From an optimization exercise on the open Yosys and OpenROAD flow, aimed at small area, a short achievable clock period and few clock cycles; shortcuts taken in it are not production practice.
Function was checked by simulation only, so behaviour that the tests miss may differ from the original.
Power figures rest on the tool's default switching activity, not on a simulated workload.

==> flow/design.v <==
module CPU (
	input signed [15:0] Mem_Data ,
	input clk ,
	input rst ,  
	output reg halt ,  
	output reg [6:0] Mem_Address ,
	output reg rd , wr,
	output signed [15:0] Data_Out ,
	output reg fZ,
	output reg fO,
	output reg fN,
	output reg fC
	);
localparam K_NONE = 2'd0, K_INS = 2'd1, K_OPR = 2'd2;
localparam S_IDLE = 3'd0, S_WAIT = 3'd1, S_X = 3'd2, S_MD = 3'd3, S_ALN = 3'd5;
localparam OP_LOAD = 4'd1, OP_STORE = 4'd2, OP_ADD = 4'd3, OP_SUB = 4'd4,
           OP_MUL = 4'd5, OP_DIV = 4'd6, OP_BR = 4'd7, OP_BRZ = 4'd8, OP_HALT = 4'd15;
reg [15:0] AC;         
reg        tnz;        
reg        tpend;      
reg [4:0]  IR;         
reg [2:0]  st;         
reg [15:0] IB;         
reg        bv;         
reg [1:0]  a_k;        
reg [1:0]  c_k;        
reg [6:0]  fpc;        
reg [16:0] X;          
reg [16:0] R;          
reg [3:0]  cnt;        
reg        neg;        
reg        dz;         
assign Data_Out = AC;
wire [15:0] W = Mem_Data;
wire a_ins = (a_k == K_INS);
wire a_opr = (a_k == K_OPR);
function [17:0] radd18;  
	input [17:0] a, b;
	input ci;
	integer i;
	reg c;
	begin
		c = ci;
		for (i = 0; i < 18; i = i + 1) begin
			radd18[i] = a[i] ^ b[i] ^ c;
			c = (a[i] & b[i]) | (c & (a[i] ^ b[i]));
		end
	end
endfunction
function [16:0] radd17;  
	input [16:0] a, b;
	input ci;
	integer i;
	reg c;
	begin
		c = ci;
		for (i = 0; i < 17; i = i + 1) begin
			radd17[i] = a[i] ^ b[i] ^ c;
			c = (a[i] & b[i]) | (c & (a[i] ^ b[i]));
		end
	end
endfunction
function [15:0] rneg16;  
	input [15:0] a;
	integer i;
	reg c;
	begin
		c = 1'b1;
		for (i = 0; i < 16; i = i + 1) begin
			rneg16[i] = ~a[i] ^ c;
			c = c & ~a[i];
		end
	end
endfunction
function [4:0] clz16;
	input [15:0] a;
	integer i;
	begin
		clz16 = 5'd16;
		for (i = 0; i < 16; i = i + 1)
			if (a[i]) clz16 = 5'd15 - i[4:0];
	end
endfunction
wire [3:0] ir_op = IR[4:1];
wire       ir_m  = IR[0];
wire       ir_md = (ir_op == OP_MUL) || (ir_op == OP_DIV);
wire       ir_div = (ir_op == OP_DIV);
wire       exec  = (st == S_X) || (st == S_WAIT && a_opr);
wire [15:0] B16 = ir_m ? W : {5'b0, X[10:0]};
wire [16:0] A17 = {ir_m & AC[15], AC};
wire [16:0] B17 = {ir_m & W[15], B16};
wire        alu_sub = (ir_op == OP_SUB);
wire [16:0] sum = A17 + (B17 ^ {17{alu_sub}}) + {16'd0, alu_sub};
wire [15:0] negv = rneg16((st == S_ALN) ? X[15:0] : AC);
wire [15:0] negAC = negv;
reg [16:0] acc;
reg [15:0] q;
reg [17:0] s18;
reg [17:0] t18;
reg        rsub;
integer j;
always @* begin
	acc = R;
	q = AC;
	for (j = 0; j < 4; j = j + 1) begin
		rsub = (j == 3) && (cnt[1:0] == 2'd0);
		t18 = q[0] ? {X[16], X} : 18'd0;
		s18 = radd18({acc[16], acc}, t18 ^ {18{rsub}}, rsub);
		acc = s18[17:1];
		q = {s18[0], q[15:1]};
	end
end
wire [15:0] xb = X[16] ? negv : X[15:0];
wire [4:0]  la = clz16(R[15:0]);
wire [4:0]  lb = clz16(xb);
wire [4:0]  dd = lb - la;
wire        qzero = (la > lb);         
wire [15:0] xal = xb << dd[3:0];
wire [16:0] rn = radd17(R, {1'b0, X[15:0]} ^ {17{~R[16]}}, ~R[16]);
wire md_last = (st == S_MD) && (cnt == 4'd0);
wire aln_done = (st == S_ALN) && (dz || qzero);
wire hf = (exec && !ir_md) || md_last || aln_done;
wire hfree = (st == S_IDLE) || hf;
reg [15:0] AC_nx;
always @* begin
	AC_nx = AC;
	if (exec) begin
		case (ir_op)
			OP_LOAD: AC_nx = ir_m ? W : X[15:0];
			OP_ADD, OP_SUB: AC_nx = sum[15:0];
			OP_MUL: AC_nx = B16;
			OP_DIV: AC_nx = 16'd0;
			default: AC_nx = AC;
		endcase
	end else if (st == S_MD) begin
		if (!ir_div)
			AC_nx = q;
		else if (cnt == 4'd0 && neg)     
			AC_nx = rn[16] ? {negAC[14:0], 1'b0} : {~AC[14:0], 1'b1};
		else
			AC_nx = {AC[14:0], ~rn[16]};
	end else if (st == S_ALN)
		AC_nx = dz ? 16'hFFFF : AC;
end
wire ex_flags = exec && (ir_op == OP_ADD || ir_op == OP_SUB || ir_md);
wire fZ_nx = ((st == S_WAIT || st == S_X) && (ir_op == OP_ADD || ir_op == OP_SUB || ir_md)) ?
             (AC == 16'd0) : fZ;
wire [15:0] S = bv ? IB : W;
wire s_valid = bv || a_ins;
wire [3:0] s_op = S[15:12];
wire s_alu = (s_op == OP_LOAD) || (s_op == OP_ADD) || (s_op == OP_SUB) ||
             (s_op == OP_MUL) || (s_op == OP_DIV);
wire s_mem = s_alu && S[11];
wire s_store = (s_op == OP_STORE);
wire s_br = (s_op == OP_BR) || (s_op == OP_BRZ && fZ_nx);
wire s_halt = (s_op == OP_HALT);
wire s_nop = (s_op == 4'd0) || (s_op >= 4'd9 && s_op <= 4'd14);
wire s_free = (s_op == OP_BR) || (s_op == OP_BRZ) || s_nop;
wire start = s_valid && (hfree || s_free) && !halt;
wire yw = bv && a_ins;
wire yc = (c_k == K_INS);
wire [6:0] fpc1 = fpc - 7'd1;
wire [6:0] fpc2 = fpc - 7'd2;
wire [6:0] fpc_rw = fpc - {5'b0, yw} - {5'b0, yc};    
wire st_hit = s_store && ((yc && S[6:0] == fpc1) || (yw && S[6:0] == (yc ? fpc2 : fpc1)));
wire flush = start && (s_br || st_hit);
wire ovf = !start && yw && !halt;    
wire kill_c = flush || ovf;
wire [6:0] fbase = ovf ? fpc_rw : fpc;
wire [6:0] fbase1 = fbase + 7'd1;
wire [6:0] s_tgt1 = S[6:0] + 7'd1;
reg        bv_nx;
reg [2:0]  st_nx;
reg [4:0]  IR_nx;
reg [3:0]  cnt_nx;
always @* begin
	bv_nx = bv;
	if (start && bv) bv_nx = a_ins && !flush;
	else if (!start && !bv && a_ins && !halt) bv_nx = 1'b1;
	st_nx = st;
	IR_nx = IR;
	cnt_nx = cnt;
	if (exec && ir_md) begin
		st_nx = ir_div ? S_ALN : S_MD;
		cnt_nx = 4'd3;
	end else if (st == S_ALN) begin
		st_nx = (dz || qzero) ? S_IDLE : S_MD;
		cnt_nx = dd[3:0];
	end else if (md_last)
		st_nx = S_IDLE;
	else if (st == S_MD)
		cnt_nx = cnt - 4'd1;
	else if (hf)
		st_nx = S_IDLE;
	if (start && s_alu) begin
		st_nx = s_mem ? S_WAIT : S_X;
		IR_nx = S[15:11];
	end
end
wire [1:0] a_k_nx = (yc && kill_c) ? K_NONE : c_k;
wire halt_nx = halt || (start && s_halt);
wire fetch_ok = !halt_nx;
wire t_nz = tpend ? (R[15:0] != 16'd0) : tnz;
wire use_s = start && (s_mem || s_store || s_br);    
always @(posedge clk) begin
	if (rst) begin
		halt <= 1'b0;
		AC <= 16'd0;
		tnz <= 1'b0;
		tpend <= 1'b0;
		fZ <= 1'b0;
		fO <= 1'b0;
		fN <= 1'b0;
		fC <= 1'b0;
		st <= S_IDLE;
		bv <= 1'b0;
		Mem_Address <= 7'd0;
		rd <= 1'b1;
		wr <= 1'b0;
		a_k <= K_NONE;
		c_k <= K_INS;
		fpc <= 7'd1;
	end else begin
		halt <= halt_nx;
		AC <= AC_nx;
		st <= st_nx;
		IR <= IR_nx;
		bv <= bv_nx;
		if (a_ins && ((start && bv && !flush) || (!start && !bv))) IB <= W;
		cnt <= cnt_nx;
		a_k <= a_k_nx;
		if (ex_flags) begin
			fZ <= (AC == 16'd0);
			fN <= (ir_op == OP_ADD && ir_m) ? (fN | AC[15]) : AC[15];
		end
		if (exec && (ir_op == OP_ADD || ir_op == OP_SUB))
			fC <= sum[16];
		if (exec && ir_op == OP_MUL)
			fO <= fO | t_nz;
		if (exec && ir_md) begin
			if (ir_div) begin
				R <= {1'b0, (ir_m & AC[15]) ? negAC : AC};
				X <= {ir_m & W[15], B16};
			end else begin
				R <= 17'd0;
				X <= A17;
			end
			neg <= ir_m & (AC[15] ^ W[15]);
			tnz <= t_nz;
			tpend <= 1'b0;
			dz <= (B16 == 16'd0);
		end else if (st == S_ALN) begin
			X <= {1'b0, xal};
		end else if (st == S_MD) begin
			if (ir_div) begin
				R <= rn;
				X <= {1'b0, 1'b0, X[15:1]};
			end else begin
				R <= acc;
				if (cnt[1:0] == 2'd0)
					tpend <= 1'b1;
			end
		end
		if (start && s_alu && !s_mem)
			X <= {1'b0, S};
		if (use_s) begin
			Mem_Address <= S[6:0];
			rd <= !s_store;
			wr <= s_store;
			c_k <= s_mem ? K_OPR : s_store ? K_NONE : K_INS;
			fpc <= s_br ? s_tgt1 : st_hit ? fpc_rw : fpc;
		end else if (fetch_ok) begin
			Mem_Address <= fbase;
			rd <= 1'b1;
			wr <= 1'b0;
			c_k <= K_INS;
			fpc <= fbase1;
		end else begin
			rd <= 1'b0;
			wr <= 1'b0;
			c_k <= K_NONE;
			fpc <= fbase;
		end
	end
end
endmodule
==> flow/flow/run.sh <==
#!/bin/bash
# Standard ORFS layout, with timing repair asked to reach a setup slack of
# 30 ns against the design's clock (the SDC is unchanged), and the ports
# buffered with buf_2 cells.
set -euo pipefail
bash standard.sh SETUP_SLACK_MARGIN=30 "BUFFER_PORTS_ARGS=-buffer_cell sky130_fd_sc_hd__buf_2" finish > flow_make.log 2>&1
==> flow/standard.sh <==
#!/bin/bash
# synth_recipe.tcl (not shown) runs the flow's synth.tcl, then flattens the netlist and writes it again
# the make line also repeats each setting of config.mk as NAME=value (left out here)
make -C /OpenROAD-flow-scripts/flow DESIGN_CONFIG=/design/flow/config.mk WORK_HOME=/design/flow/orfs CLKGATE_MAP_FILE= SYNTH_SCRIPT=/design/flow/synth_recipe.tcl "${@:-finish}"
==> flow/config.mk <==
export PLATFORM = sky130hd
export DESIGN_NAME = CPU
export DESIGN_NICKNAME = CPU
export VERILOG_FILES = /design/flow/design.v
export SDC_FILE = /design/flow/constraint.sdc
export NUM_CORES = 4
export LEC_CHECK = 0
export ABC_AREA = 1
export CAP_MARGIN = 20
export CORE_MARGIN = 2
export CORE_UTILIZATION = 40
export SLEW_MARGIN = 20
==> flow/constraint.sdc <==
create_clock -name core_clock -period 40.0 [get_ports {clk}]
set_input_delay 8.0000 -clock core_clock [delete_from_list [all_inputs] [get_ports {clk}]]
set_output_delay 8.0000 -clock core_clock [all_outputs]
set_load 0.01 [all_outputs]
==> flow_metrics.tcl, run 1 <==
set metrics [dict create \
    synth_xor_area_share_pct 5.41 \
    period_share_pct 25.0 \
    crit_type "reg -> reg" \
    r2r_start "X[1]" \
    design_area_mm2 0.0141 \
    cp-start-kind "register" \
    grt_usage_pct 26.5 \
    p_leak_nw 6.31 \
    skew_ns 0.0150 \
    seqPwrFrac_pct 27.1 \
    grt_first_pass_wirelength_um 67800 \
    placedCellCount 2208 \
    status "timing/DRC/antenna clean" \
    fmax_ghz 0.0999 \
    worst_ir_drop_vdd_uv 19.7 \
    fp.dieH_um 181 \
    synth.area.mux_share_pct 0.268 \
    hp-class "reg -> reg" \
    drive_gt1_share_pct 15.1 \
    yosys_warnings 1 \
    cpLargestDelayFamily "adder cells" \
    rsz0062_at_grt "yes" \
    critPathLaunch "X[1]" \
    grt_start_max_net_pins 57 \
    cap_violations 0 \
    gp_congestion 0.983 \
    die_x_um 181 \
    multi_input_area_mm2 0.00889 \
    clock_latency_ns 0.38 \
    synth_fa_ha_area_share_pct 17.7 \
    p_sw_share_pct 46.0 \
    synth_cells 1833 \
    crit_path_end "R[15]" \
    r2r_setup_slack_ns 29.99 \
    slew_viol_final 0 \
    netlist_top_cells_area "edfxtp_1 15%, nand2_1 14%, fa_1 13%, o21ai_0 8.1%, dfxtp_1 7.5%" \
    fin_tns_setup_ns 0 \
    synth_compound_area_share_pct 18.7 \
    arrival_ns 10.15 \
    cts.sinks 108 \
    regArea_mm2 0.00278 \
    p_per_area_mw_per_mm2 36.3 \
    wl_per_cell_um 19.4 \
    die_area_mm2 0.0329 \
    syn_area_mm2 0.0126 \
    ys_ff_latch 108 \
    end_kind "register" \
    io_buffer_count 47 \
    first_global_vias 11972 \
    core_area_mm2 0.0308 \
    worst_pin_slew_ns 1.08 \
    numCtsBuffers 9 \
    cts-root-buf "clkbuf_16" \
    ys_seq_area_share_pct 22.0 \
    gr-total-overflow 0 \
    fin_cells 2248 \
    dr.pass1.iters 5 \
    path_clk_slew_ns 0.09 \
    syn_nets 1980 \
    async_flop_share_pct 0 \
    p_comb_share_pct 52.6 \
    initial_core_util_pct 40.8 \
    p_sw_w 0.000235 \
    core.rowCount 64 \
    vias 12547 \
    avgSynthCellArea_um2 6.87 \
    synth-edff-count 61 \
    final_nets 1994 \
    drt_iter0_drc 1269 \
    cts_tree "done" \
    dpl.hpwl_um 34100 \
    yosys_most_used_dff "edfxtp_1" \
    antenna_left 0 \
    critical-path-max-stage-delay_ns 0.61 \
    place_area_mm2 0.0131 \
    intPower_w 0.000276 \
    whs_ns 0.443 \
    diodes 0 \
    yosys.area_share.simple_pct 25.1 \
    critPathRequiredTime_ns 40.14 \
    crit_cells 30 \
    n_fill_cell 3193 \
    r2r_end "R[15]" \
    critPathSlowestCell "edfxtp_1" \
    clkPwrFrac_pct 20.2 \
    crit_buf_inv 5 \
    hp-start "c_k[0]" \
    finalSetupViolations 0 \
    synth_top_cell_area_share_pct 14.5 \
    antenna_found_initial 0 \
    crit_fanout 7 \
    yosysTopAreaCell "edfxtp_1" \
    via_per_inst 5.58 \
    drc 0 \
    area_growth_syn_to_layout_pct 11.7 \
    fin_crit_ns 10.01 \
    synth_top_family_by_area "simple AND/OR/NAND/NOR gates" \
    hold_viol 0 \
    cts_max_level 3 \
    ios 48 \
    clockBufferDepth 2 \
    wl_um 43700 \
    rr_worst_depth 30 \
    critPathMostFrequentCell "fa_2" \
    ys_types 61 \
    relSlewSlack_pct 28.0 \
]
==> final cells by class <==
| cell class | instances | share of cell area [%] |
|---|---|---|
| multi-input cells | 1376 | 63.2 |
| repair buffers | 91 | 4.25 |
| well taps | 396 | 3.52 |
| inverters | 261 | 7.01 |
| clock buffers | 9 | 1.60 |
| flip-flops and latches | 108 | 19.7 |
| clock inverters | 7 | 0.694 |
==> stage by stage <==
stage                     total power (W)  utilization [%]  worst slack (ns)
after floorplan                  0.000320                -             29.92
after global placement           0.000387             42.5             29.45
after detailed placement         0.000392             42.5             29.37
after CTS                        0.000498             44.0             29.77
after global routing             0.000549             45.6             29.73
final                            0.000511             45.6             29.99
==> Yosys cell counts (8+ instances only) <==
master	instances
o21ai_1	25
inv_1	240
o211ai_1	12
nand2_2	13
xor2_1	58
edfxtp_1	61
nand3_1	57
clkbuf_1	61
fa_1	82
inv_2	17
nand4_1	12
a21oi_1	102
o21ai_0	203
nor2_1	144
ha_1	47
xnor2_1	18
nand2_1	459
a31oi_1	28
dfxtp_1	47
buf_1	8
nor3_1	17
==> power by group through the flow <==
| stage | Sequential [W] | Combinational (W) | Clock (W) |
|---|---|---|---|
| finish | 0.000139 | 0.000269 | 0.000103 |
| global route | 0.000139 | 0.000303 | 0.000107 |
| floorplan | 0.000137 | 0.000184 | 0 |
| detailed placement | 0.000141 | 0.000251 | 0 |
| CTS | 0.000138 | 0.000256 | 0.000104 |
| global placement | 0.000141 | 0.000246 | 0 |
==> logic make-up (layout without fill, tap and decap cells) <==
logic type	Yosys count	after routing
flops	108	108
compound gates	423	423
mux	3	3
buf+inv	349	368
simple gates	744	744
fa+ha+maj	129	129
xor+xnor	77	77
==> flip-flops by register name, summed over array words and instances (netlist names), 2 cells and up <==
name / count
AC: 16
IB: 16
IR: 5
Mem_Address: 7
R: 17
X: 17
a_k: 2
c_k: 2
cnt: 4
fpc: 7
st: 3
==> worst register-to-register path: cells and delay by family (launching register included) <==
| family | cells | cell delay [ns] |
|---|---|---|
| buffers and inverters | 5 | 0.32 |
| adder cells (fa/ha/maj) | 22 | 8.44 |
| AND/OR/NAND/NOR | 1 | 0.14 |
| flip-flops | 1 | 0.61 |
| AO/OA/AOI/OAI | 2 | 0.24 |
==> worst min-delay path by stage <==
stage	cells after the start	end
after detailed placement	2	a_k[0]
after CTS	2	a_k[0]
final	2	a_k[0]
after global routing	2	a_k[0]
after global placement	2	a_k[0]
after floorplan	2	a_k[0]
==> layout by cell type (no fill, tap or decap), types with 45 or more instances in the layout <==
master / Yosys / final
nor2_1: 144 / 141
nand3_1: 57 / 53
ha_1: 47 / 45
xor2_1: 58 / 57
o21ai_0: 203 / 190
a21oi_1: 102 / 91
edfxtp_1: 61 / 61
buf_2: 7 / 47
dfxtp_1: 47 / 46
nand2_1: 459 / 437
inv_1: 240 / 237
==> what timing repair did <==
item                                    4_1_cts  5_1_grt
buffers inserted                              5       19
pin swaps                                     3       36
gates resized for setup                      31       98
endpoints found under the setup margin       48       62
hold buffers                                  0        0
==> metal layers <==
metal  vias up  GRT usage [%]  routed length (µm)
li1       5980              -                   -
met1      5952           36.1               18500
met2       515           42.7               20000
met3       100           4.41                3660
met4         0           9.27                1550
met5         -              0                   0
Testbench counts, summed over its fixed seeds: cycles 86,076.
==> run 2, diff against run 1 <==
--- a/flow/design.v
+++ b/flow/design.v
@@ -30,6 +30,7 @@
 reg [3:0]  cnt;        
 reg        neg;        
 reg        dz;         
+reg        dv;         
 assign Data_Out = AC;
 wire [15:0] W = Mem_Data;
 wire a_ins = (a_k == K_INS);
@@ -47,19 +48,6 @@
 		end
 	end
 endfunction
-function [16:0] radd17;  
-	input [16:0] a, b;
-	input ci;
-	integer i;
-	reg c;
-	begin
-		c = ci;
-		for (i = 0; i < 17; i = i + 1) begin
-			radd17[i] = a[i] ^ b[i] ^ c;
-			c = (a[i] & b[i]) | (c & (a[i] ^ b[i]));
-		end
-	end
-endfunction
 function [15:0] rneg16;  
 	input [15:0] a;
 	integer i;
@@ -93,6 +81,10 @@
 wire [16:0] sum = A17 + (B17 ^ {17{alu_sub}}) + {16'd0, alu_sub};
 wire [15:0] negv = rneg16((st == S_ALN) ? X[15:0] : AC);
 wire [15:0] negAC = negv;
+wire        dstep = dv;
+wire        dsub = dstep & ~R[16];
+wire [17:0] s0 = radd18({R[16], R}, ({X[16], X} & {18{AC[0] | dstep}}) ^ {18{dsub}}, dsub);
+wire [16:0] rn = s0[16:0];
 reg [16:0] acc;
 reg [15:0] q;
 reg [17:0] s18;
@@ -100,9 +92,9 @@
 reg        rsub;
 integer j;
 always @* begin
-	acc = R;
-	q = AC;
-	for (j = 0; j < 4; j = j + 1) begin
+	acc = s0[17:1];
+	q = {s0[0], AC[15:1]};
+	for (j = 1; j < 4; j = j + 1) begin
 		rsub = (j == 3) && (cnt[1:0] == 2'd0);
 		t18 = q[0] ? {X[16], X} : 18'd0;
 		s18 = radd18({acc[16], acc}, t18 ^ {18{rsub}}, rsub);
@@ -116,7 +108,6 @@
 wire [4:0]  dd = lb - la;
 wire        qzero = (la > lb);         
 wire [15:0] xal = xb << dd[3:0];
-wire [16:0] rn = radd17(R, {1'b0, X[15:0]} ^ {17{~R[16]}}, ~R[16]);
 wire md_last = (st == S_MD) && (cnt == 4'd0);
 wire aln_done = (st == S_ALN) && (dz || qzero);
 wire hf = (exec && !ir_md) || md_last || aln_done;
@@ -246,6 +237,7 @@
 				X <= A17;
 			end
 			neg <= ir_m & (AC[15] ^ W[15]);
+			dv <= ir_div;
 			tnz <= t_nz;
 			tpend <= 1'b0;
 			dz <= (B16 == 16'd0);
==> run 2 against run 1 <==
  * Still clean
  * Hold slack improved by 0.014 ns
  * Sequential power is 18% higher
  * Register-to-register slack about the same
  * Combinational power up 120%
  * Routed wire length up 0.27%
  * Utilization is 0.68 points higher
  * Clock power is 4% lower
  * Non-clock buffer count rose by 12
  * Sequential share of layout area increased by 0.59 points
  * Critical path type unchanged
  * Highest routed layer unchanged
==> flow_metrics.tcl, run 2 <==
set metrics [dict create \
    cts.sinks 109 \
    layout_common_cells "457 x nand2_1, 202 x inv_1, 185 x o21ai_0" \
    gr-total-overflow 0 \
    fin_crit_ns 10.02 \
    layout_commonest_cell "nand2_1" \
    critical-path-max-stage-delay_ns 0.57 \
    drt_iter0_drc 1417 \
    die_area_mm2 0.0319 \
    finalWorstSetupSlack_ns 29.98 \
    initial_core_util_pct 40.9 \
    seqPwrFrac_pct 19.4 \
    p_sw_share_pct 52.6 \
    intPower_w 0.000400 \
    die_x_um 179 \
    critPathMostFrequentCell "fa_2" \
    hp-class "reg -> reg" \
    grt_start_max_net_pins 70 \
    yosys_warnings 1 \
    hp-start "c_k[0]" \
    path_clk_slew_ns 0.09 \
    cts_max_level 3 \
    fp.dieH_um 179 \
    via_per_inst 5.67 \
    yosys_most_used_dff "edfxtp_1" \
    placedCellCount 2149 \
    p_leak_nw 6.04 \
    status "timing/DRC/antenna clean" \
    synth_most_common_cell "nand2_1" \
    multi_input_area_mm2 0.00863 \
    skew_ns 0.0164 \
    crit_fanout 3 \
    first_global_vias 11771 \
    utilization_pct 46.3 \
    cts-root-buf "clkbuf_16" \
    slew_viol_final 0 \
    period_share_pct 25.1 \
    syn_nets 1892 \
    netlist_top_cells_area "edfxtp_1 15%, nand2_1 14%, fa_1 11%, o21ai_0 8.4%, dfxtp_1 7.7%" \
    synth_cells 1761 \
    synth_top_cell_area_share_pct 15.3 \
    drive_gt1_share_pct 17.5 \
    grt_first_pass_wirelength_um 67200 \
    clockBufferDepth 2 \
    cts_tree "done" \
    ys_ff_latch 109 \
    fin_cells 2201 \
    critPathSlowestCell "fa_2" \
    crit_type "reg -> reg" \
    relSlewSlack_pct 32.5 \
    worst_pin_slew_ns 1.01 \
    arrival_ns 10.14 \
    dpl.hpwl_um 33200 \
    p_per_area_mw_per_mm2 61.2 \
    hold_buffers 0 \
    finalSetupViolations 0 \
    regArea_mm2 0.00280 \
    wl_um 43800 \
    gp_congestion 0.964 \
    synth.top_cells.by_count "470 x nand2_1, 207 x inv_1, 205 x o21ai_0" \
    drc 0 \
    ys_types 58 \
    antenna_left 0 \
    pre_cts_ws_ns 29.13 \
    ios 48 \
    cp-start-kind "register" \
    core_area_mm2 0.0298 \
    diodes 0 \
    r2r_start "dv" \
    critPathRequiredTime_ns 40.12 \
    synth-edff-count 62 \
    wl_per_cell_um 19.9 \
    vias 12487 \
    yosysTopAreaCell "edfxtp_1" \
    fmax_ghz 0.0998 \
    io_buffer_count 47 \
    dr.pass1.iters 6 \
    reg_top3 "R x17, X x17" \
    core.rowCount 63 \
    clock_latency_ns 0.38 \
    end_kind "register" \
    fin_tns_setup_ns 0 \
    critPathLaunch "dv" \
    hold_viol 0 \
    syn_area_mm2 0.0122 \
    numCtsBuffers 9 \
    cap_violations 0 \
    area_growth_syn_to_layout_pct 13.3 \
    async_flop_share_pct 0 \
    p_comb_share_pct 68.9 \
    p_sw_w 0.000444 \
    r2r_setup_slack_ns 29.98 \
    ys_seq_area_share_pct 23.0 \
    worst_ir_drop_vdd_uv 30.6 \
    grt_usage_pct 27.7 \
    avgSynthCellArea_um2 6.92 \
    clkPwrFrac_pct 11.7 \
    final_nets 1937 \
    antenna_found_initial 0 \
    n_fill_cell 3056 \
    rsz0062_at_grt "yes" \
]
-- run 2: repair_timing --
| item | 4_1_cts | 5_1_grt |
|---|---|---|
| endpoints found under the hold margin | 0 | 0 |
| buffers inserted | 10 | 26 |
| gates resized for setup | 50 | 76 |
| pin swaps | 9 | 32 |
| endpoints found under the setup margin | 28 | 50 |
-- run 2: metrics by stage --
stage / total power, W / cell area (µm²) / hold WS [ns]
after floorplan: 0.000541 / 12300 / 0.408
after global placement: 0.000695 / 12800 / 0.424
after detailed placement: 0.000702 / 12800 / 0.424
after CTS: 0.000814 / 13300 / 0.446
after global routing: 0.000918 / 13800 / 0.485
final: 0.000844 / 13800 / 0.457
-- run 2: per-layer routing --
layer | share of wire (%) | up-vias | routed length [µm] | track usage [%]
li1 | - | 5890 | - | -
met1 | 43 | 5845 | 18600 | 37.8
met2 | 44 | 634 | 19400 | 43.4
met3 | 8.8 | 118 | 3840 | 4.35
met4 | 4.3 | 0 | 1870 | 11.6
met5 | 0 | - | 0 | 0
-- run 2: worst paths after layout --
kind	endpoint	cells past startpoint
min	a_k[0]	2
min reg2reg	a_k[0]	2
max	R[15]	34
max reg2reg	R[15]	34
-- run 2: final cells by class --
| type | instances | area share (%) |
|---|---|---|
| Timing Repair Buffer | 103 | 5.00 |
| Sequential cell | 109 | 20.3 |
| Multi-Input combinational cell | 1349 | 62.5 |
| Clock inverter | 6 | 0.426 |
| Clock buffer | 10 | 1.81 |
| Inverter | 234 | 6.40 |
| Tap cell | 390 | 3.54 |
-- run 2: worst max-delay path: cells and delay by family, from the launching register on --
family          cells  cell delay (ns)
simple gates        2             0.15
compound gates      3             0.29
flops               1             0.45
buf+inv             7             0.55
fa+ha+maj          22             8.31
-- run 2: kinds of logic (layout without fill, tap and decap cells) --
logic type / after synthesis / count (layout) / synth area share [%]
flip-flops: 109 / 109 / 23.0
AO/OA/AOI/OAI: 433 / 433 / 20.4
adder cells (fa/ha/maj): 113 / 113 / 15.7
AND/OR/NAND/NOR: 728 / 728 / 25.6
buffers and inverters: 303 / 353 / 9.82
XOR/XNOR: 69 / 69 / 4.96
multiplexers: 6 / 6 / 0.493
-- run 2: power by group through the flow --
stage / Combinational (W) / Clock, W / Sequential (W)
after floorplan: 0.000382 / 0 / 0.000160
after global placement: 0.000531 / 0 / 0.000164
after detailed placement: 0.000538 / 0 / 0.000165
after CTS: 0.000553 / 0.0000988 / 0.000162
after global routing: 0.000650 / 0.000103 / 0.000165
final: 0.000581 / 0.0000992 / 0.000164
Testbench counts of run 2, summed over its fixed seeds: cycles 86,076.
==> run 3, diff against run 2 <==
==> flow/flow/run.sh (replaced) <==
#!/bin/bash
# Standard ORFS layout, with timing repair asked to reach a setup slack of
# 29 ns against the design's clock (the SDC is unchanged), and the ports
# buffered with buf_2 cells.
set -euo pipefail
bash standard.sh SETUP_SLACK_MARGIN=29 "BUFFER_PORTS_ARGS=-buffer_cell sky130_fd_sc_hd__buf_2" finish > flow_make.log 2>&1
==> run 3 against run 2 <==
  * Still clean
  * Global-route usage is 0.49 points lower
  * Non-clock buffer count shrank 27
  * Sequential share of layout area increased by 0.94 points
  * Synthesized cell count did not move
  * Via count shrank 3.2%
  * Flip-flop and latch count unchanged
  * Total power is 3.9% lower
  * Setup slack got worse by 0.60 ns
  * Synthesized area stayed put
  * First-iteration DRC count shrank 5.4%
  * Routed wire length decreased by 2.3%
  * Clock skew down 0.0044 ns
  * Critical path type unchanged
  * Critical endpoint unchanged
  * Highest routed layer unchanged
==> flow_metrics.tcl, run 3 <==
set metrics [dict create \
    status "timing/DRC/antenna clean" \
    diodes 0 \
    r2r_setup_slack_ns 29.38 \
    slew_viol_final 0 \
    syn_nets 1892 \
    avgSynthCellArea_um2 6.92 \
    fin_cells 2174 \
    drt_iter0_drc 1341 \
    hp-start "c_k[1]" \
    p_leak_nw 5.90 \
    clockBufferDepth 2 \
    numCtsBuffers 9 \
    dpl.hpwl_um 33200 \
    finalSetupViolations 0 \
    yosysTopAreaCell "edfxtp_1" \
    synth_most_common_cell "nand2_1" \
    core_area_mm2 0.0298 \
    ys_seq_area_share_pct 23.0 \
    area_growth_syn_to_layout_pct 8.23 \
    initial_core_util_pct 40.9 \
    ios 48 \
    period_share_pct 26.6 \
    first_global_vias 11454 \
    synth_cells 1761 \
    utilization_pct 44.3 \
    critPathRequiredTime_ns 40.12 \
    fmax_ghz 0.0942 \
    cts_max_level 3 \
    relSlewSlack_pct 31.3 \
    grt_start_max_net_pins 70 \
    r2r_end "R[15]" \
    hold_depth 2 \
    ys_types 58 \
    yosys_most_used_dff "edfxtp_1" \
    layout_common_cells "470 x nand2_1, 207 x inv_1, 204 x o21ai_0" \
    clock_latency_ns 0.39 \
    placedCellCount 2149 \
    cts.sinks 109 \
    cts_tree "done" \
    critical-path-max-stage-delay_ns 0.49 \
    min_to "a_k[1]" \
    cap_violations 0 \
    grt_usage_pct 27.2 \
    synth.top_cells.by_count "470 x nand2_1, 207 x inv_1, 205 x o21ai_0" \
    rr_worst_depth 35 \
    antenna_left 0 \
    crit_type "reg -> reg" \
    antenna_found_initial 0 \
    async_flop_share_pct 0 \
    vias 12091 \
    wl_um 42800 \
    worst_ir_drop_vdd_uv 32.9 \
    hp-class "reg -> reg" \
    fp.dieH_um 179 \
    io_buffer_count 47 \
    final_nets 1910 \
    fin_tns_setup_ns 0 \
    drive_gt1_share_pct 10.9 \
    rsz0062_at_grt "no" \
    synth-edff-count 62 \
    p_per_area_mw_per_mm2 61.5 \
    r2r_start "dv" \
    skew_ns 0.0121 \
    synth_top_cell_area_share_pct 15.3 \
    die_x_um 179 \
    hold_viol 0 \
    netlist_top_cells_area "edfxtp_1 15%, nand2_1 14%, fa_1 11%, o21ai_0 8.4%, dfxtp_1 7.7%" \
    crit_fanout 10 \
    worst_pin_slew_ns 1.03 \
    yosys_warnings 1 \
    grt_first_pass_wirelength_um 65800 \
    cp-start-kind "register" \
    gp_congestion 0.979 \
    critPathSlowestCell "fa_1" \
    fin_crit_ns 10.62 \
    layout_commonest_cell "nand2_1" \
    end_kind "register" \
    dr.pass1.iters 6 \
    syn_area_mm2 0.0122 \
    reg_top3 "R x17, X x17" \
    gr-total-overflow 0 \
    via_per_inst 5.56 \
    core.rowCount 63 \
    critPathMostFrequentCell "fa_1" \
    ys_ff_latch 109 \
    wl_per_cell_um 19.7 \
    drc 0 \
    die_area_mm2 0.0319 \
    arrival_ns 10.74 \
    cts-root-buf "clkbuf_16" \
    path_clk_slew_ns 0.09 \
]
## run 3: cell counts after synthesis
Identical to the previous run, type by type.
## run 3: timing repair
action / 4_1_cts / 5_1_grt
pin swaps: 0 / 4
buffers inserted: 0 / 8
endpoints found under the hold margin: 0 / 0
resized for setup: 2 / 17
hold buffers: 0 / 0
endpoints found under the setup margin: 1 / 3
## run 3: metal layers
metal / GRT usage, % / vias up / share of wire, % / wire, µm
met5: 0 / - / 0 / 0
met4: 10.4 / 0 / 3.7 / 1600
met3: 4.18 / 92 / 8.1 / 3480
met2: 43.4 / 555 / 45 / 19200
met1: 37.0 / 5615 / 43 / 18400
li1: - / 5829 / - / -
## run 3: worst max-delay path by stage
stage,start,to,slack (ns),cells past startpoint
finish,dv,R[15],29.38,35
global placement,AC[0],R[15],29.15,32
global route,dv,R[15],28.98,35
CTS,R[16],R[15],29.07,33
detailed placement,AC[0],R[15],28.90,32
floorplan,AC[0],R[15],29.41,34
## run 3: critical path: cells and delay by family (launching register included)
family / cells / cell delay (ns)
buffers and inverters: 8 / 0.58
AOI/OAI and AO/OA: 3 / 0.42
adders and majority gates: 22 / 8.57
DFF: 1 / 0.45
and+or+nand+nor: 2 / 0.32
## run 3: through the flow
step | area (µm²) | hold WS, ns | power [W] | setup WS, ns
2_1_floorplan | 12200 | 0.408 | 0.000539 | 29.41
3_3_place_gp | 12700 | 0.420 | 0.000693 | 29.15
3_5_place_dp | 12700 | 0.427 | 0.000700 | 28.90
4_1_cts | 13100 | 0.437 | 0.000800 | 29.07
5_1_grt | 13200 | 0.475 | 0.000879 | 28.98
6_report | 13200 | 0.441 | 0.000811 | 29.38
## run 3: cell families (layout without fill, tap and decap cells)
kind of cell / after synthesis / count (layout) / synth area share, %
adder cells (fa/ha/maj): 113 / 113 / 15.7
multiplexers: 6 / 6 / 0.493
flip-flops: 109 / 109 / 23.0
buffers and inverters: 303 / 326 / 9.82
AND/OR/NAND/NOR: 728 / 728 / 25.6
AO/OA/AOI/OAI: 433 / 433 / 20.4
XOR/XNOR: 69 / 69 / 4.96
## run 3: power by group
group          total [W]  leakage [nW]  switching, W  internal [W]
Combinational   0.000551          4.80      0.000360      0.000191
Clock          0.0000983         0.153     0.0000531     0.0000452
Sequential      0.000162         0.948     0.0000201      0.000142
Total           0.000811          5.90      0.000433      0.000378
## run 3: layout make-up
| cell class | count | area [µm²] |
|---|---|---|
| sequential | 109 | 2800 |
| fill | 3181 | 16600 |
| tap | 390 | 488 |
| clock inverter | 7 | 93.8 |
| clock buffer | 9 | 225 |
| inverter | 234 | 883 |
| timing repair buffer | 76 | 457 |
| multi-input combinational | 1349 | 8240 |
==> run 4, diff against run 3 <==
--- a/flow/design.v
+++ b/flow/design.v
@@ -30,7 +30,6 @@
 reg [3:0]  cnt;        
 reg        neg;        
 reg        dz;         
-reg        dv;         
 assign Data_Out = AC;
 wire [15:0] W = Mem_Data;
 wire a_ins = (a_k == K_INS);
@@ -81,7 +80,7 @@
 wire [16:0] sum = A17 + (B17 ^ {17{alu_sub}}) + {16'd0, alu_sub};
 wire [15:0] negv = rneg16((st == S_ALN) ? X[15:0] : AC);
 wire [15:0] negAC = negv;
-wire        dstep = dv;
+wire        dstep = ir_div;
 wire        dsub = dstep & ~R[16];
 wire [17:0] s0 = radd18({R[16], R}, ({X[16], X} & {18{AC[0] | dstep}}) ^ {18{dsub}}, dsub);
 wire [16:0] rn = s0[16:0];
@@ -237,7 +236,6 @@
 				X <= A17;
 			end
 			neg <= ir_m & (AC[15] ^ W[15]);
-			dv <= ir_div;
 			tnz <= t_nz;
 			tpend <= 1'b0;
 			dz <= (B16 == 16'd0);
==> flow/flow/run.sh (replaced) <==
#!/bin/bash
# Standard ORFS layout, with timing repair asked to reach a setup slack of
# 29.5 ns against the design's clock (the SDC is unchanged), and the ports
# buffered with buf_2 cells.
set -euo pipefail
bash standard.sh SETUP_SLACK_MARGIN=29.5 "BUFFER_PORTS_ARGS=-buffer_cell sky130_fd_sc_hd__buf_2" finish > flow_make.log 2>&1
==> run 4 against run 3 <==
  * Global-route usage is 0.79 points higher
  * Sequential share of layout area is 0.68 points lower
  * Routed wire length is 2.6% higher
  * Non-clock buffer count is 8 higher
  * Total power is 38% lower
  * Synthesized cell count is 0.62% higher
  * Maximum frequency is 1.1% lower
  * Synthesized area is 0.10% lower
  * Die area is 0.10% lower
  * Critical endpoint unchanged
==> flow_metrics.tcl, run 4 <==
set metrics [dict create \
    yosysTopAreaCell "edfxtp_1" \
    ys_ff_latch 108 \
    p_per_area_mw_per_mm2 37.1 \
    rr_worst_depth 39 \
    p_leak_nw 6.06 \
    first_global_vias 11652 \
    cts-root-buf "clkbuf_16" \
    async_flop_share_pct 0 \
    r2r_setup_slack_ns 29.26 \
    worst_ir_drop_vdd_uv 23.3 \
    ys_types 60 \
    clock_latency_ns 0.40 \
    hp-class "reg -> reg" \
    fin_crit_ns 10.74 \
    fp.dieH_um 178 \
    seqPwrFrac_pct 27.9 \
    intPower_w 0.000268 \
    antenna_left 0 \
    syn_area_mm2 0.0122 \
    drt_iter0_drc 1399 \
    synth_cells 1772 \
    worst_pin_slew_ns 1.04 \
    period_share_pct 26.8 \
    vias 12346 \
    wl_per_cell_um 20.1 \
    critical-path-max-stage-delay_ns 0.54 \
    area_growth_syn_to_layout_pct 10.7 \
    synth_top_cell_area_share_pct 15.0 \
    path_clk_slew_ns 0.09 \
    crit_fanout 7 \
    clkPwrFrac_pct 19.8 \
    hold_depth 2 \
    ios 48 \
    critPathSlowestCell "fa_2" \
    cap_violations 0 \
    die_x_um 178 \
    yosys_most_used_dff "edfxtp_1" \
    diodes 0 \
    slew_viol_final 0 \
    die_area_mm2 0.0318 \
    antenna_found_initial 0 \
    cts_tree "done" \
    dr.pass1.iters 6 \
    drc 0 \
    layout_commonest_cell "nand2_1" \
    reg_top3 "R x17, X x17" \
    critPathRequiredTime_ns 40.16 \
    p_comb_share_pct 52.3 \
    finalSetupViolations 0 \
    core.rowCount 63 \
    dpl.hpwl_um 33900 \
    min_to "a_k[0]" \
    avgSynthCellArea_um2 6.87 \
    arrival_ns 10.90 \
    final_nets 1922 \
    cts_max_level 3 \
    crit_buf_inv 9 \
    fin_tns_setup_ns 0 \
    drive_gt1_share_pct 13.1 \
    skew_ns 0.0154 \
    clockBufferDepth 2 \
    layout_common_cells "470 x nand2_1, 214 x inv_1, 200 x o21ai_0" \
    yosys_warnings 1 \
    p_sw_share_pct 46.4 \
    cts.sinks 108 \
    crit_type "reg -> reg" \
    rsz0062_at_grt "yes" \
    gp_congestion 0.993 \
    grt_start_max_net_pins 37 \
    syn_nets 1903 \
    utilization_pct 45.2 \
    r2r_start "IR[4]" \
    numCtsBuffers 9 \
    r2r_end "R[15]" \
    cpLargestDelayFamily "adder cells" \
    initial_core_util_pct 40.9 \
    synth-edff-count 61 \
    io_buffer_count 47 \
    critPathMostFrequentCell "fa_2" \
    hold_viol 0 \
    status "timing/DRC/antenna clean" \
    fmax_ghz 0.0931 \
    relSlewSlack_pct 30.8 \
    via_per_inst 5.65 \
    grt_first_pass_wirelength_um 67400 \
    synth_most_common_cell "nand2_1" \
    p_sw_w 0.000232 \
    ys_seq_area_share_pct 22.8 \
    gr-total-overflow 0 \
    grt_usage_pct 28.0 \
    synth.top_cells.by_count "475 x nand2_1, 221 x inv_1, 205 x o21ai_0" \
    wl_um 43900 \
    cp-start-kind "register" \
    hp-start "c_k[0]" \
    end_kind "register" \
    netlist_top_cells_area "edfxtp_1 15%, nand2_1 15%, fa_1 11%, o21ai_0 8.4%, dfxtp_1 7.7%" \
    core_area_mm2 0.0298 \
]
## run 4: cell count changes in the layout (fill, tap and decap cells not counted), moves of 5 or more
cell and change:
inv_1 +7, nand4_1 +5, nand2_4 -8, nor2_1 +7, fa_2 +46, o21ai_1 -6, nor2_2 -7, fa_1 -46
a21oi_1 -7, nor3_1 +13, xor2_1 +15
## run 4: worst max path at each step
stage	from	endpoint	slack [ns]	depth (start not counted)
finish	IR[4]	R[15]	29.26	39
global route	IR[4]	R[15]	28.98	40
CTS	IR[4]	R[15]	29.14	39
detailed placement	IR[1]	R[15]	27.83	38
global placement	IR[1]	R[15]	28.02	38
floorplan	IR[1]	R[15]	29.38	40
## run 4: cell families (layout without fill, tap and decap cells)
kind of cell | count (synthesis) | after routing | synth area share, %
mux | 8 | 8 | 0.658
buf+inv | 315 | 339 | 10.4
flops | 108 | 108 | 22.8
compound gates | 409 | 409 | 19.1
simple gates | 735 | 735 | 25.2
fa+ha+maj | 113 | 113 | 15.7
xor+xnor | 84 | 84 | 6.11
## run 4: cell type report
cell class / instances / area (µm²)
Clock buffer: 9 / 225
Clock inverter: 7 / 86.3
Fill cell: 3088 / 16300
Inverter: 238 / 925
Multi-Input combinational cell: 1349 / 8350
Sequential cell: 108 / 2770
Tap cell: 390 / 488
Timing Repair Buffer: 84 / 613
Timing Repair inverter: 1 / 11.3
## run 4: what timing repair did
item | CTS | global route
buffers inserted | 6 | 11
hold buffers | 0 | 0
hold endpoints to repair | 0 | 0
setup endpoints to repair | 7 | 29
gates resized for setup | 22 | 27
pin swaps | 4 | 6
cloned | 3 | 1
## run 4: power by group through the flow
stage / clock network (W) / logic [W] / registers (W)
6_report: 0.0000988 / 0.000261 / 0.000140
3_5_place_dp: 0 / 0.000252 / 0.000142
4_1_cts: 0.000100 / 0.000255 / 0.000139
2_1_floorplan: 0 / 0.000185 / 0.000137
5_1_grt: 0.000104 / 0.000292 / 0.000141
3_3_place_gp: 0 / 0.000248 / 0.000142
## run 4: routing by layer
layer  routed length, µm  global-route usage [%]
met1               18800                    37.9
met3                3650                    5.01
met4                1720                    11.2
met2               19700                    44.0
met5                   0                       0
## run 4: through the flow
stage | cell area, µm² | worst slack, ns | hold slack (ns) | total power, W | instances
finish | 13500 | 29.26 | 0.441 | 0.000500 | 2186
global route | 13500 | 28.98 | 0.477 | 0.000536 | 2186
CTS | 13300 | 29.14 | 0.452 | 0.000495 | 2174
detailed placement | 12800 | 27.83 | 0.445 | 0.000394 | 2149
global placement | 12800 | 28.02 | 0.434 | 0.000390 | 2149
floorplan | 12300 | 29.38 | 0.408 | 0.000321 | 1772
## run 4: worst reg2reg max path: cells and delay by family, from the launching register on
kind | cells | cell delay (ns)
fa+ha+maj | 22 | 8.42
buf+inv | 9 | 0.73
simple gates | 5 | 0.58
flops | 1 | 0.41
compound gates | 3 | 0.34
Testbench counts of run 4, summed over its fixed seeds: cycles 86,076.
==> run 5, diff against run 4 <==
--- a/flow/design.v
+++ b/flow/design.v
@@ -30,6 +30,7 @@
 reg [3:0]  cnt;        
 reg        neg;        
 reg        dz;         
+reg        dv;         
 assign Data_Out = AC;
 wire [15:0] W = Mem_Data;
 wire a_ins = (a_k == K_INS);
@@ -80,7 +81,7 @@
 wire [16:0] sum = A17 + (B17 ^ {17{alu_sub}}) + {16'd0, alu_sub};
 wire [15:0] negv = rneg16((st == S_ALN) ? X[15:0] : AC);
 wire [15:0] negAC = negv;
-wire        dstep = ir_div;
+wire        dstep = dv;
 wire        dsub = dstep & ~R[16];
 wire [17:0] s0 = radd18({R[16], R}, ({X[16], X} & {18{AC[0] | dstep}}) ^ {18{dsub}}, dsub);
 wire [16:0] rn = s0[16:0];
@@ -236,6 +237,7 @@
 				X <= A17;
 			end
 			neg <= ir_m & (AC[15] ^ W[15]);
+			dv <= ir_div;
 			tnz <= t_nz;
 			tpend <= 1'b0;
 			dz <= (B16 == 16'd0);
--- a/flow/config.mk
+++ b/flow/config.mk
@@ -9,4 +9,5 @@
 export CAP_MARGIN = 20
 export CORE_MARGIN = 2
 export CORE_UTILIZATION = 40
+export GPL_TIMING_DRIVEN = 1
 export SLEW_MARGIN = 20
==> run 5 against run 4 <==
  * Synthesized area increased by 0.10%
  * Largest cell class unchanged
  * Non-clock buffer count decreased by 9
  * Utilization decreased by 0.94 points
  * Sequential power increased by 16%
  * Synthesized cell count decreased by 0.62%
  * Clock power decreased by 3.7%
  * Critical path type unchanged
  * Global-route usage decreased by 0.19 points
  * Setup slack improved by 0.38 ns
  * Routed wire length decreased by 0.86%
  * Clock skew decreased by 0.0025 ns
==> flow_metrics.tcl, run 5 <==
set metrics [dict create \
    cts.sinks 109 \
    area_growth_syn_to_layout_pct 8.28 \
    fin_cells 2173 \
    yosys_most_used_dff "edfxtp_1" \
    hold_depth 2 \
    n_fill_cell 3163 \
    diodes 0 \
    core.rowCount 63 \
    initial_core_util_pct 40.9 \
    drive_gt1_share_pct 11.7 \
    first_global_vias 11485 \
    r2r_setup_slack_ns 29.65 \
    whs_ns 0.436 \
    clock_latency_ns 0.38 \
    period_share_pct 25.9 \
    fp.dieH_um 179 \
    cts_tree "done" \
    synth_top_cell_area_share_pct 15.3 \
    core_area_mm2 0.0298 \
    avgSynthCellArea_um2 6.92 \
    dr.pass1.iters 5 \
    synth_most_common_cell "nand2_1" \
    syn_nets 1892 \
    cts-root-buf "clkbuf_16" \
    worst_pin_slew_ns 1.14 \
    relSlewSlack_pct 23.8 \
    die_area_mm2 0.0319 \
    path_clk_slew_ns 0.09 \
    worst_ir_drop_vdd_uv 29.5 \
    final_nets 1909 \
    grt.met3_usage_pct 3.18 \
    numCtsBuffers 9 \
    critPathRequiredTime_ns 40.11 \
    dpl.hpwl_um 33600 \
    gp_congestion 0.979 \
    synth.top_cells.by_count "470 x nand2_1, 207 x inv_1, 205 x o21ai_0" \
    use_met1_pct 38.3 \
    yosys_warnings 1 \
    grt_most_used_layer "met2" \
    antenna_found_initial 1 \
    synth_cells 1761 \
    critPathSlowestCell "fa_2" \
    hold_viol 0 \
    async_flop_share_pct 0 \
    via_per_inst 5.61 \
    cp-start-kind "register" \
    synth-edff-count 62 \
    gr-total-overflow 0 \
    hp-class "reg -> reg" \
    fin_tns_setup_ns 0 \
    vias 12196 \
    wl_per_cell_um 20.0 \
    yosysTopAreaCell "edfxtp_1" \
    wl_um 43500 \
    drc 0 \
    cts_max_level 3 \
    reg_top3 "R x17, X x17" \
    hp-start "c_k[0]" \
    skew_ns 0.0129 \
    syn_area_mm2 0.0122 \
    ys_ff_latch 109 \
    end_kind "register" \
    arrival_ns 10.46 \
    fmax_ghz 0.0966 \
    slew_viol_final 0 \
    cap_violations 0 \
    io_buffer_count 47 \
    ios 48 \
    rsz0062_at_grt "yes" \
    critical-path-max-stage-delay_ns 0.57 \
    crit_type "reg -> reg" \
    finalSetupViolations 0 \
    met2_usage_pct 44.5 \
    clockBufferDepth 2 \
    critPathMostFrequentCell "fa_1" \
    layout_common_cells "470 x nand2_1, 207 x inv_1, 203 x o21ai_0" \
    r2r_end "R[15]" \
    status "timing/DRC/antenna clean" \
    netlist_top_cells_area "edfxtp_1 15%, nand2_1 14%, fa_1 11%, o21ai_0 8.4%, dfxtp_1 7.7%" \
    rr_worst_depth 34 \
    grt_usage_pct 27.8 \
    r2r_start "dv" \
    grt_start_max_net_pins 70 \
    p_leak_nw 5.87 \
    min_to "a_k[0]" \
    p_per_area_mw_per_mm2 62.0 \
    ys_seq_area_share_pct 23.0 \
    ys_types 58 \
    die_x_um 179 \
    crit_fanout 3 \
    antenna_left 0 \
    grt_first_pass_wirelength_um 67400 \
    fin_crit_ns 10.35 \
    placedCellCount 2149 \
    layout_commonest_cell "nand2_1" \
    drt_iter0_drc 1351 \
]
==> run 5: cell type report <==
type                            count  area [µm²]  area share (%)
Timing Repair Buffer               75         449            3.40
Clock inverter                      6        62.6           0.474
Sequential cell                   109        2800            21.3
Multi-Input combinational cell   1349        8280            62.8
Inverter                          234         881            6.68
Clock buffer                       10         229            1.74
Tap cell                          390         488            3.70
==> run 5: worst max-delay path: cells and delay by family, from the launching register on <==
| family | cells | cell delay [ns] |
|---|---|---|
| adders and majority gates | 22 | 8.62 |
| DFF | 1 | 0.40 |
| AOI/OAI and AO/OA | 3 | 0.29 |
| buffers and inverters | 7 | 0.58 |
| and+or+nand+nor | 2 | 0.18 |
==> run 5: cells by family after synthesis <==
group / count (synthesis) / synth area share (%)
xor+xnor: 69 / 4.96
simple gates: 728 / 25.6
mux: 6 / 0.493
buf+inv: 303 / 9.82
compound gates: 433 / 20.4
fa+ha+maj: 113 / 15.7
flops: 109 / 23.0
==> run 5: power by group <==
part	internal [W]	switching, W	leakage, nW
Sequential	0.000142	0.0000207	0.948
Combinational	0.000194	0.000367	4.78
Clock	0.0000445	0.0000507	0.146
==> run 5: per-stage QoR <==
stage / total power [W] / utilization [%] / cell area [µm²] / setup WS, ns
floorplan: 0.000540 / - / 12200 / 29.51
CTS: 0.000806 / 44.1 / 13200 / 29.52
finish: 0.000818 / 44.3 / 13200 / 29.65
global route: 0.000892 / 44.3 / 13200 / 29.30
global placement: 0.000701 / 42.8 / 12700 / 29.11
detailed placement: 0.000706 / 42.8 / 12700 / 28.88
==> run 5: repair_timing <==
action / CTS / global route
pin swaps: 5 / 3
setup buffers: 7 / 1
endpoints found under the hold margin: 0 / 0
resized for setup: 23 / 14
hold buffers: 0 / 0
setup endpoints to repair: 4 / 11
==> run 5: worst max-delay path by stage <==
stage	from	to	slack [ns]
detailed placement	AC[0]	R[15]	28.88
finish	dv	R[15]	29.65
global route	dv	R[15]	29.30
global placement	AC[0]	R[15]	29.11
floorplan	AC[0]	R[15]	29.51
CTS	R[16]	R[15]	29.52
==> run 5: per-layer routing <==
layer	vias up	wire length, µm	share of wire (%)
met1	5750	18800	43
li1	5845	-	-
met4	0	1720	4.0
met5	-	0	0
met2	503	19800	45
met3	98	3240	7.4
Testbench counts of run 5, summed over its fixed seeds: cycles 86,076.
==> run 6, diff against run 5 <==
--- a/flow/config.mk
+++ b/flow/config.mk
@@ -9,5 +9,4 @@
 export CAP_MARGIN = 20
 export CORE_MARGIN = 2
 export CORE_UTILIZATION = 40
-export GPL_TIMING_DRIVEN = 1
 export SLEW_MARGIN = 20
==> run 6 against run 5 <==
  * Clock power about the same
  * Total power unchanged
  * First-iteration DRC count unchanged
  * Die area unchanged
  * Clock skew unchanged
  * Synthesized cell count unchanged
  * Critical endpoint unchanged
  * Register-to-register slack about the same
==> flow_metrics.tcl, run 6 <==
set metrics [dict create \
    critPathSlowestCell "fa_2" \
    r2r_start "dv" \
    gr-total-overflow 0 \
    avgSynthCellArea_um2 6.92 \
    skew_ns 0.0129 \
    critPathMostFrequentCell "fa_1" \
    synth_top_cell_area_share_pct 15.3 \
    initial_core_util_pct 40.9 \
    wl_per_cell_um 20.0 \
    status "timing/DRC/antenna clean" \
    min_to "a_k[0]" \
    vias 12196 \
    cp-start-kind "register" \
    grt_first_pass_wirelength_um 67400 \
    grt_usage_pct 27.8 \
    utilization_pct 44.3 \
    drt_iter0_drc 1351 \
    via_per_inst 5.61 \
    die_x_um 179 \
    worst_ir_drop_vdd_uv 29.5 \
    clockBufferDepth 2 \
    fp.dieH_um 179 \
    dr.pass1.iters 5 \
    fin_tns_setup_ns 0 \
    first_global_vias 11485 \
    drive_gt1_share_pct 11.7 \
    fmax_ghz 0.0966 \
    final_nets 1909 \
    grt_start_max_net_pins 70 \
    synth-edff-count 62 \
    reg_top3 "R x17, X x17" \
    critical-path-max-stage-delay_ns 0.57 \
    netlist_top_cells_area "edfxtp_1 15%, nand2_1 14%, fa_1 11%, o21ai_0 8.4%, dfxtp_1 7.7%" \
    layout_common_cells "470 x nand2_1, 207 x inv_1, 203 x o21ai_0" \
    syn_area_mm2 0.0122 \
    synth_most_common_cell "nand2_1" \
    synth_cells 1761 \
    syn_nets 1892 \
    n_fill_cell 3163 \
    hp-start "c_k[0]" \
    crit_buf_inv 7 \
    async_flop_share_pct 0 \
    ys_types 58 \
    slew_viol_final 0 \
    synth.top_cells.by_count "470 x nand2_1, 207 x inv_1, 205 x o21ai_0" \
    cpLargestDelayFamily "adder cells" \
    hold_viol 0 \
    numCtsBuffers 9 \
    die_area_mm2 0.0319 \
    rsz0062_at_grt "yes" \
    crit_type "reg -> reg" \
    whs_ns 0.436 \
    critPathRequiredTime_ns 40.11 \
    arrival_ns 10.46 \
    core_area_mm2 0.0298 \
    core.rowCount 63 \
    diodes 0 \
    yosys_most_used_dff "edfxtp_1" \
    gp_congestion 0.979 \
    antenna_left 0 \
    dpl.hpwl_um 33600 \
    ys_ff_latch 109 \
    p_leak_nw 5.87 \
    yosys_warnings 1 \
    hp-class "reg -> reg" \
    fin_crit_ns 10.35 \
    yosysTopAreaCell "edfxtp_1" \
    drc 0 \
    crit_fanout 3 \
    finalSetupViolations 0 \
    cts.sinks 109 \
    r2r_setup_slack_ns 29.65 \
    cts-root-buf "clkbuf_16" \
    wl_um 43500 \
    end_kind "register" \
    clock_latency_ns 0.38 \
    antenna_found_initial 1 \
    cts_max_level 3 \
    hold_depth 2 \
    cap_violations 0 \
    worst_pin_slew_ns 1.14 \
    relSlewSlack_pct 23.8 \
    io_buffer_count 47 \
    area_growth_syn_to_layout_pct 8.28 \
    cts_tree "done" \
    ios 48 \
    power_w 0.000818 \
    ys_seq_area_share_pct 23.0 \
    p_per_area_mw_per_mm2 62.0 \
    period_share_pct 25.9 \
    layout_commonest_cell "nand2_1" \
    r2r_end "R[15]" \
    rr_worst_depth 34 \
    path_clk_slew_ns 0.09 \
]
run 6: kinds of logic (layout without fill, tap and decap cells):
| group | Yosys count | in the layout | share of synthesized area [%] |
|---|---|---|---|
| AOI/OAI and AO/OA | 433 | 433 | 20.4 |
| xor gates and xnor gates | 69 | 69 | 4.96 |
| adders and majority gates | 113 | 113 | 15.7 |
| buffers and inverters | 303 | 325 | 9.82 |
| DFF | 109 | 109 | 23.0 |
| muxes | 6 | 6 | 0.493 |
| and+or+nand+nor | 728 | 728 | 25.6 |
run 6: per-stage QoR:
| step | instance area (µm²) | setup WS (ns) | cells |
|---|---|---|---|
| 6_report | 13200 | 29.65 | 2173 |
| 5_1_grt | 13200 | 29.30 | 2173 |
| 4_1_cts | 13200 | 29.52 | 2172 |
| 3_5_place_dp | 12700 | 28.88 | 2149 |
| 3_3_place_gp | 12700 | 29.11 | 2149 |
| 2_1_floorplan | 12200 | 29.51 | 1761 |
run 6: metal layers:
metal	share of wire [%]	vias up	track usage [%]
li1	-	5845	-
met5	0	-	0
met1	43	5750	38.3
met4	4.0	0	10.8
met3	7.4	98	3.18
met2	45	503	44.5
run 6: cell type report:
cell class                 instances  area (µm²)  area share [%]
inverter                         234         881            6.68
sequential                       109        2800            21.3
timing repair buffer              75         449            3.40
tap                              390         488            3.70
clock buffer                      10         229            1.74
clock inverter                     6        62.6           0.474
multi-input combinational       1349        8280            62.8
run 6: timing repair:
item,in CTS,in global routing
gates resized for setup,23,14
setup buffers,7,1
setup endpoints to repair,4,11
pin swaps,5,3
hold buffers,0,0
run 6: power breakdown:
group | internal [W] | total (W) | leakage (nW) | switching [W]
sequential | 0.000142 | 0.000163 | 0.948 | 0.0000207
combinational | 0.000194 | 0.000561 | 4.78 | 0.000367
clock | 0.0000445 | 0.0000951 | 0.146 | 0.0000507
run 6: how the worst max path moves through the flow:
stage                     startpoint     to  slack, ns  cells after the start
after floorplan                AC[0]  R[15]      29.51                     34
after global placement         AC[0]  R[15]      29.11                     32
after detailed placement       AC[0]  R[15]      28.88                     32
after CTS                      R[16]  R[15]      29.52                     33
after global routing              dv  R[15]      29.30                     34
final                             dv  R[15]      29.65                     34
run 6: tightest hold or removal path, cell delays in order, from the launching register on:
cell,delay (ns)
dfxtp_1,0.32
inv_1,0.05
nor2_1,0.04
==> run 7, diff against run 6 <==
--- a/flow/config.mk
+++ b/flow/config.mk
@@ -6,7 +6,7 @@
 export NUM_CORES = 4
 export LEC_CHECK = 0
 export ABC_AREA = 1
-export CAP_MARGIN = 20
+export CAP_MARGIN = 0
 export CORE_MARGIN = 2
 export CORE_UTILIZATION = 40
-export SLEW_MARGIN = 20
+export SLEW_MARGIN = 0
==> run 7 against run 6 <==
  * Still clean on timing, DRC and antenna
  * Flip-flop and latch count unchanged
  * Hold slack unchanged
  * Synthesized area unchanged
  * First-iteration DRC count unchanged
  * Cell count unchanged
  * Clock skew unchanged
  * Setup slack unchanged
  * Global-route usage unchanged
  * Combinational power about the same
  * Critical path depth unchanged
==> flow_metrics.tcl, run 7 <==
set metrics [dict create \
    wl_per_cell_um 20.0 \
    cts-root-buf "clkbuf_16" \
    rsz0062_at_grt "yes" \
    avgSynthCellArea_um2 6.92 \
    synth.top_cells.by_count "470 x nand2_1, 207 x inv_1, 205 x o21ai_0" \
    n_fill_cell 3163 \
    die_x_um 179 \
    cts_tree "done" \
    finalSetupViolations 0 \
    worst_pin_slew_ns 1.14 \
    core_area_mm2 0.0298 \
    synth_top_cell_area_share_pct 15.3 \
    grt_usage_pct 27.8 \
    io_buffer_count 47 \
    drt_iter0_drc 1351 \
    path_clk_slew_ns 0.09 \
    fin_tns_setup_ns 0 \
    synth_cells 1761 \
    ys_types 58 \
    critPathMostFrequentCell "fa_1" \
    numCtsBuffers 9 \
    hp-start "c_k[0]" \
    p_leak_nw 5.87 \
    r2r_start "dv" \
    cts.sinks 109 \
    critPathSlowestCell "fa_2" \
    cts_max_level 3 \
    core.rowCount 63 \
    gp_congestion 0.979 \
    clock_latency_ns 0.38 \
    area_growth_syn_to_layout_pct 8.28 \
    syn_nets 1892 \
    ys_seq_area_share_pct 23.0 \
    min_to "a_k[0]" \
    die_area_mm2 0.0319 \
    clockBufferDepth 2 \
    place_area_mm2 0.0127 \
    synth-edff-count 62 \
    async_flop_share_pct 0 \
    p_per_area_mw_per_mm2 62.0 \
    worst_ir_drop_vdd_uv 29.5 \
    grt_start_max_net_pins 70 \
    yosys_most_used_dff "edfxtp_1" \
    antenna_left 0 \
    relSlewSlack_pct 23.8 \
    cap_violations 0 \
    yosysTopAreaCell "edfxtp_1" \
    crit_buf_inv 7 \
    drc 0 \
    dpl.hpwl_um 33600 \
    skew_ns 0.0129 \
    arrival_ns 10.46 \
    fin_crit_ns 10.35 \
    syn_area_mm2 0.0122 \
    ys_ff_latch 109 \
    rr_worst_depth 34 \
    synth_most_common_cell "nand2_1" \
    ios 48 \
    utilization_pct 44.3 \
    layout_commonest_cell "nand2_1" \
    slew_viol_final 0 \
    r2r_end "R[15]" \
    layout_common_cells "470 x nand2_1, 207 x inv_1, 203 x o21ai_0" \
    antenna_found_initial 1 \
    hp-class "reg -> reg" \
    power_w 0.000818 \
    pre_cts_ws_ns 28.88 \
    finalWorstSetupSlack_ns 29.65 \
    fp.dieH_um 179 \
    r2r_setup_slack_ns 29.65 \
    critical-path-max-stage-delay_ns 0.57 \
    diodes 0 \
    first_global_vias 11485 \
    critPathRequiredTime_ns 40.11 \
    critPathLaunch "dv" \
    crit_fanout 3 \
    cpLargestDelayFamily "adder cells" \
    wl_um 43500 \
    drive_gt1_share_pct 11.7 \
    initial_core_util_pct 40.9 \
    via_per_inst 5.61 \
    grt_first_pass_wirelength_um 67400 \
    design_area_mm2 0.0132 \
    netlist_top_cells_area "edfxtp_1 15%, nand2_1 14%, fa_1 11%, o21ai_0 8.4%, dfxtp_1 7.7%" \
    cp-start-kind "register" \
    reg_top3 "R x17, X x17" \
    vias 12196 \
    period_share_pct 25.9 \
    yosys_warnings 1 \
    hold_depth 2 \
    fmax_ghz 0.0966 \
    dr.pass1.iters 5 \
    end_kind "register" \
    crit_type "reg -> reg" \
    gr-total-overflow 0 \
    final_nets 1909 \
    status "timing/DRC/antenna clean" \
    hold_viol 0 \
]
-- run 7: cell counts in the layout (fill, tap and decap cells not counted) --
No cell type changed its count.
-- run 7: cells by family (layout without fill, tap and decap cells) --
group	after synthesis	count (layout)	share of synthesized area (%)
compound gates	433	433	20.4
xor+xnor	69	69	4.96
simple gates	728	728	25.6
fa+ha+maj	113	113	15.7
buf+inv	303	325	9.82
flops	109	109	23.0
mux	6	6	0.493
-- run 7: how the worst max path moves through the flow --
stage	to	cells after the start	slack [ns]
after floorplan	R[15]	34	29.51
after global placement	R[15]	32	29.11
after detailed placement	R[15]	32	28.88
after CTS	R[15]	33	29.52
after global routing	R[15]	34	29.30
final	R[15]	34	29.65
-- run 7: layer usage --
layer	vias up	wire (µm)	global-route usage, %
li1	5845	-	-
met1	5750	18800	38.3
met2	503	19800	44.5
met3	98	3240	3.18
met4	0	1720	10.8
met5	-	0	0
-- run 7: worst min-delay path: cells and delay by family (launching register included) --
family | cells | cell delay [ns]
DFF | 1 | 0.32
buffers and inverters | 1 | 0.05
and+or+nand+nor | 1 | 0.04
-- run 7: final cells by class --
class	count	area, µm²	share of cell area (%)
clock buffers	10	229	1.74
repair buffers	75	449	3.40
flip-flops and latches	109	2800	21.3
inverters	234	881	6.68
multi-input cells	1349	8280	62.8
clock inverters	6	62.6	0.474
well taps	390	488	3.70
-- run 7: where the power goes --
part           internal, W  switching (W)
Clock            0.0000445      0.0000507
Sequential        0.000142      0.0000207
Combinational     0.000194       0.000367
-- run 7: repair_timing --
| item | 4_1_cts | 5_1_grt |
|---|---|---|
| hold buffers | 0 | 0 |
| pin swaps | 5 | 3 |
| endpoints found under the setup margin | 4 | 11 |
| setup buffers | 7 | 1 |
| gates resized for setup | 23 | 14 |
-- run 7: metrics by stage --
step / hold WS [ns] / instances
5_1_grt: 0.468 / 2173
6_report: 0.436 / 2173
3_3_place_gp: 0.420 / 2149
3_5_place_dp: 0.419 / 2149
2_1_floorplan: 0.408 / 1761
4_1_cts: 0.438 / 2172

-- static timing again, ports no longer ideal --
The results above use ideal ports. As a check the final layouts listed here were re-extracted and re-timed, cells and wires unchanged.
Step 1 sets driving cells, clkbuf_16 on the clock port and buf_2 on the other inputs (assumed; they add their load-dependent delay and slew).
Step 2, shift: input delay + t, output delay - t, t = (earliest + latest rising clock arrival at the registers) / 2. This alone moves slack from input paths to output paths.
a / b / c = no drivers / after step 1 / after step 2; a / b = the first two.
run | t, ns | setup slack, ns | worst data-port slew with drivers (ns) | cell pins on the clock port's net
run 1 | 0.426 | 29.991 / 29.991 / 29.706 | 0.03 | 1
run 2 | 0.423 | 29.977 / 29.977 / 29.717 | 0.03 | 1
run 3 | 0.433 | 29.379 / 29.379 / 29.342 | 0.04 | 1
run 4 | 0.441 | 29.264 / 29.264 / 29.264 | 0.04 | 1
run 5 | 0.419 | 29.648 / 29.648 / 29.430 | 0.03 | 1
run 6 | 0.419 | 29.648 / 29.648 / 29.430 | 0.03 | 1
run 7 | 0.419 | 29.648 / 29.648 / 29.430 | 0.03 | 1
After both steps every run listed still meets setup and hold. For run 1, which loses most, drivers alone change the setup slack by 0.000 ns; drivers and shift together by -0.285 ns.
